Source: an optimization exercise on an open RTL-to-GDS flow (aim: small area). Production flows keep margins and buffers that such runs may drop. In this exercise RTL edits were held to simulation tests only and were not proved equivalent to the original. The clock port is modelled as an ideal driver; clocking choices that lean on that would not hold on a real chip. Power figures rest on the tool's default switching activity, not on a simulated workload.

==> flow/design.v <==
module OnePixel(
	input             rst,
	input             clk,
	input             draw_en,
	input      [9:0]  startx,
	input      [9:0]  starty,
	output reg        finished,
	output     [14:0] write_mem_address
);
localparam START = 2'd0, BOUNDRY_CHECK = 2'd1, DRAW = 2'd2, DONE = 2'd3;
reg       s0, s1;    
wire [1:0] S = {s1, s0};
reg [7:0] bx;    
reg [6:0] by;    
wire in_range = startx <= 10'd640 && starty <= 10'd480;
always @(posedge clk or negedge rst)
	if (!rst)
		s0 <= 1'b0;
	else
		s0 <= (S == START) || S == DRAW || (S == BOUNDRY_CHECK && draw_en && !in_range) ||
		        (S == DONE && draw_en);
always @(posedge clk or negedge rst)
	if (!rst)
		s1 <= 1'b0;
	else if (s0)    
		s1 <= draw_en;
always @(posedge clk)
	if (S == START)
		finished <= 1'b0;
	else if (S == DRAW)
		finished <= 1'b1;
always @(posedge clk)
	if (S == START) begin
		bx <= startx[9:2];
		by <= starty[8:2];
	end
block_address write_addr (.bx(bx), .by(by), .address(write_mem_address));
endmodule
module block_address(
	input      [7:0]  bx,
	input      [6:0]  by,
	output reg [14:0] address
);
wire [11:0] a = {bx, by[6:3]};
wire [11:0] b = {4'd0, bx};
reg         borrow;
integer     i;
always @(*) begin
	borrow = 1'b0;
	for (i = 0; i < 12; i = i + 1) begin
		address[i+3] = a[i] ^ b[i] ^ borrow;
		borrow = (~a[i] & (b[i] | borrow)) | (b[i] & borrow);
	end
	address[2:0] = by[2:0];
end
endmodule
module vga_driver(
	input             clk,
	input             rst,
	output            vga_clk,
	output            hsync,
	output            vsync,
	output            VGA_BLANK_N,
	output            VGA_SYNC_N,
	output            line_start,    
	output reg [10:0] pos,
	output reg [9:0]  line
);
assign line_start = pos[10] & pos[9] & (&pos[5:0]);
wire   last_line  = line[9] & line[3] & line[2];             
assign vga_clk     = pos[0];
assign hsync       = ~(pos >= 11'd1309 && pos < 11'd1501);   
assign vsync       = line_start ? ~(line == 10'd488 || line == 10'd489)
                                : ~(line == 10'd489 || line == 10'd490);
assign VGA_BLANK_N = line_start ? (line <= 10'd478 || last_line)
                                : (pos <= 11'd1278 && line <= 10'd479);
assign VGA_SYNC_N  = 1'b1;
reg [10:0] pos_inc;
reg [9:0]  line_inc;
reg        c;
integer    i;
always @(*) begin
	c = 1'b1;
	for (i = 0; i < 11; i = i + 1) begin
		pos_inc[i] = pos[i] ^ c;
		c = c & pos[i];
	end
	c = 1'b1;
	for (i = 0; i < 10; i = i + 1) begin
		line_inc[i] = line[i] ^ c;
		c = c & line[i];
	end
end
always @(posedge clk or negedge rst)
	if (!rst) begin
		pos  <= 11'd0;
		line <= 10'd0;
	end else begin
		pos <= pos_inc & ~({11{line_start}} & 11'b110_0100_0000);
		if (line_start)
			line <= line_inc & ~({10{last_line}} & 10'b10_0000_1101);
	end
endmodule
module vga_driver_memory_double_buf(
	input             CLOCK_50,
	input             rst_n,
	input      [14:0] external_address,
	input      [23:0] external_data,
	input             external_start,
	output            VGA_CLK,
	output            VGA_HS,
	output            VGA_VS,
	output            VGA_BLANK_N,
	output            VGA_SYNC_N,
	output     [7:0]  VGA_R,
	output     [7:0]  VGA_G,
	output     [7:0]  VGA_B,
	output     [14:0] frame_buf_mem_address0,
	output     [23:0] frame_buf_mem_data0,
	output            frame_buf_mem_wren0,
	input      [23:0] frame_buf_mem_q0,
	output     [14:0] frame_buf_mem_address1,
	output     [23:0] frame_buf_mem_data1,
	output            frame_buf_mem_wren1,
	input      [23:0] frame_buf_mem_q1
);
wire clk = CLOCK_50;
wire rst = rst_n;
wire        line_start;
wire [10:0] pos;
wire [9:0]  line;
vga_driver the_vga(
	.clk(clk), .rst(rst), .vga_clk(VGA_CLK), .hsync(VGA_HS), .vsync(VGA_VS),
	.VGA_BLANK_N(VGA_BLANK_N), .VGA_SYNC_N(VGA_SYNC_N),
	.line_start(line_start), .pos(pos), .line(line));
localparam W2M_DONE = 2'd0, RFM_INIT_START = 2'd1, RFM_INIT_WAIT = 2'd2, RFM_DRAWING = 2'd3;
wire frame_end   = line_start && line == 10'd478;
wire frame_begin = line_start && line[9] && line[3] && line[2];
reg [1:0]  S;
reg        sel;
reg        first;    
reg [14:0] write_buf_mem_address_n;
reg [23:0] write_buf_mem_data;
reg        write_buf_mem_wren;
always @(posedge clk or negedge rst)
	if (!rst)
		S <= W2M_DONE;
	else
		case (S)
			W2M_DONE:       S <= frame_end ? RFM_INIT_START : W2M_DONE;
			RFM_INIT_START: S <= RFM_INIT_WAIT;
			RFM_INIT_WAIT:  S <= frame_begin ? RFM_DRAWING : RFM_INIT_WAIT;
			default:        S <= frame_end ? RFM_INIT_START : RFM_DRAWING;
		endcase
always @(posedge clk or negedge rst)
	if (!rst)
		sel <= 1'b0;
	else if (S == RFM_INIT_START)
		sel <= ~sel;
always @(posedge clk or negedge rst)
	if (!rst)
		first <= 1'b1;
	else if (S == RFM_DRAWING)
		first <= 1'b0;
wire       clip_y = line >= 10'd479;
wire       clip_x = clip_y || pos[10:3] >= 8'd160;
wire [7:0] rx = first ? 8'd0 : clip_x ? 8'd159 : pos[10:3];
wire [6:0] ry = first ? 7'd0 : clip_y ? 7'd119 : line[8:2];
wire [14:0] read_buf_mem_address;
block_address read_addr (.bx(rx), .by(ry), .address(read_buf_mem_address));
wire write_now = (S == RFM_DRAWING) && external_start;
always @(posedge clk or negedge rst)
	if (!rst)
		write_buf_mem_wren <= 1'b0;
	else
		write_buf_mem_wren <= write_now;
wire white = (S == W2M_DONE);
always @(posedge clk)
	if (write_now || white)
		write_buf_mem_address_n <= ~external_address | {15{white}};
always @(posedge clk)
	write_buf_mem_data <= external_data;
wire hide0 = white | ~sel;
wire hide1 = white | sel;
assign {VGA_R, VGA_G, VGA_B} = ({24{hide0}} | frame_buf_mem_q0) & ({24{hide1}} | frame_buf_mem_q1);
wire read0 = sel | first;     
wire read1 = ~sel | first;    
assign frame_buf_mem_address0 = ~(({15{~read0}} | ~read_buf_mem_address) & ({15{read0}} | write_buf_mem_address_n));
assign frame_buf_mem_address1 = ~(({15{~read1}} | ~read_buf_mem_address) & ({15{read1}} | write_buf_mem_address_n));
assign frame_buf_mem_data0    = write_buf_mem_data;
assign frame_buf_mem_data1    = write_buf_mem_data;
assign frame_buf_mem_wren0    = write_buf_mem_wren & ~sel;
assign frame_buf_mem_wren1    = write_buf_mem_wren & sel;
endmodule
module MASTER_TEST(
	input         CLOCK_50,     
	input         rst_n,        
	input         draw_en,
	input  [9:0]  startx,
	input  [9:0]  starty,
	input  [23:0] color,
	output        VGA_CLK,
	output        VGA_HS,
	output        VGA_VS,
	output        VGA_BLANK_N,
	output        VGA_SYNC_N,
	output [7:0]  VGA_R,
	output [7:0]  VGA_G,
	output [7:0]  VGA_B,
	output [14:0] mem0_addr,
	output [23:0] mem0_wdata,
	output        mem0_wren,
	input  [23:0] mem0_q,
	output [14:0] mem1_addr,
	output [23:0] mem1_wdata,
	output        mem1_wren,
	input  [23:0] mem1_q
);
wire        finished;
wire [14:0] pixel_address;
OnePixel pixel (
	.rst(rst_n), .clk(CLOCK_50), .draw_en(draw_en), .startx(startx), .starty(starty),
	.finished(finished), .write_mem_address(pixel_address));
vga_driver_memory_double_buf VGA_MODULE (
	.CLOCK_50(CLOCK_50), .rst_n(rst_n),
	.external_address(pixel_address), .external_data(color), .external_start(finished),
	.VGA_CLK(VGA_CLK), .VGA_HS(VGA_HS), .VGA_VS(VGA_VS), .VGA_BLANK_N(VGA_BLANK_N), .VGA_SYNC_N(VGA_SYNC_N),
	.VGA_R(VGA_R), .VGA_G(VGA_G), .VGA_B(VGA_B),
	.frame_buf_mem_address0(mem0_addr), .frame_buf_mem_data0(mem0_wdata), .frame_buf_mem_wren0(mem0_wren), .frame_buf_mem_q0(mem0_q),
	.frame_buf_mem_address1(mem1_addr), .frame_buf_mem_data1(mem1_wdata), .frame_buf_mem_wren1(mem1_wren), .frame_buf_mem_q1(mem1_q));
endmodule
==> flow/config.mk <==
export PLATFORM = sky130hd
export DESIGN_NAME = MASTER_TEST
export DESIGN_NICKNAME = MASTER_TEST
export VERILOG_FILES = /design/flow/design.v
export SDC_FILE = /design/flow/constraint.sdc
export NUM_CORES = 4
export LEC_CHECK = 0
export CAP_MARGIN = 20
export CORE_MARGIN = 2
export CORE_UTILIZATION = 60
export SLEW_MARGIN = 20
==> flow/constraint.sdc <==
create_clock -name core_clock -period 10.0 [get_ports {CLOCK_50}]
set_input_delay 2.0000 -clock core_clock [delete_from_list [all_inputs] [get_ports {CLOCK_50}]]
set_output_delay 2.0000 -clock core_clock [all_outputs]
set_load 0.01 [all_outputs]
standard.sh (not shown) runs the stock make flow with config.mk's settings and CLKGATE_MAP_FILE= SYNTH_SCRIPT=/design/flow/synth_recipe.tcl, a recipe that flattens the netlist after the stock synthesis.
==> flow/flow/run.sh <==
#!/bin/bash
# The standard layout (standard.sh) with these changes:
# - synthesis maps the logic for area (flow/synth.tcl, flow/abc_area.script)
#   and leaves adders to ABC instead of mapping them to full-adder cells;
# - the port buffers use the smallest buffer cell;
# - clock tree synthesis uses the options in CTS_ARGS, and then
#   flow/post_cts.tcl sizes each clock buffer down as far as the clock
#   pins slews allow.
# ORFS's logs are in orfs/logs; make's output goes to standard.log.
set -euo pipefail
F=$(pwd)/flow
export FLOW_ABC_SCRIPT=$F/abc_area.script
export BUFFER_PORTS_ARGS="-buffer_cell sky130_fd_sc_hd__buf_1"
export CTS_ARGS="-sink_clustering_enable -repair_clock_nets -dont_use_dummy_load -buf_list sky130_fd_sc_hd__clkbuf_8"
export POST_CTS_TCL=$F/post_cts.tcl
bash standard.sh finish SYNTH_SCRIPT=$F/synth.tcl ADDER_MAP_FILE= > standard.log 2>&1
Other scripts of this flow, unchanged in this note and not shown: flow/flow/abc_area.script, flow/flow/post_cts.tcl, flow/flow/synth.tcl
==> next run, changes <==
CORE_UTILIZATION = 70   (was 60)
The changed run completed with no timing, DRC or antenna violations.
Global-route usage increases by 17 points.
Worst setup slack gets worse by 0.32 ns.
Maximum frequency came out lower by 3.6%.
Sequential power hardly moves.
Worst hold slack gains 0.022 ns.
Utilization rises by 12 points.

afterwards: timing with drivers on the ports:
The flow's constraints put no driver on any port. The routed layouts listed below were extracted and timed again, unchanged, in two steps.
Step 1 (the two cells are an assumption about what drives the block):
set clk [get_ports {CLOCK_50}]
set_driving_cell -lib_cell sky130_fd_sc_hd__clkbuf_16 $clk
set_driving_cell -lib_cell sky130_fd_sc_hd__buf_2 [delete_from_list [all_inputs] $clk]
Step 2, shift: input delay + t, output delay - t, t = (earliest + latest rising clock arrival at the registers) / 2. This alone moves slack from input paths to output paths.
a / b / c = ideal / step 1 / step 2; a / b = the first two.
| run | t, ns | setup WS [ns] | hold WS [ns] | worst register clock-pin slew, ns |
|---|---|---|---|---|
| the first run | 0.420 | 1.611 / 1.582 / 2.002 | 0.472 / 0.472 / 0.472 | 0.10 / 0.10 |
| the second run | 0.569 | 1.296 / 1.266 / 1.835 | 0.493 / 0.493 / 0.493 | 0.10 / 0.10 |
After both steps setup and hold are still met in every run listed.
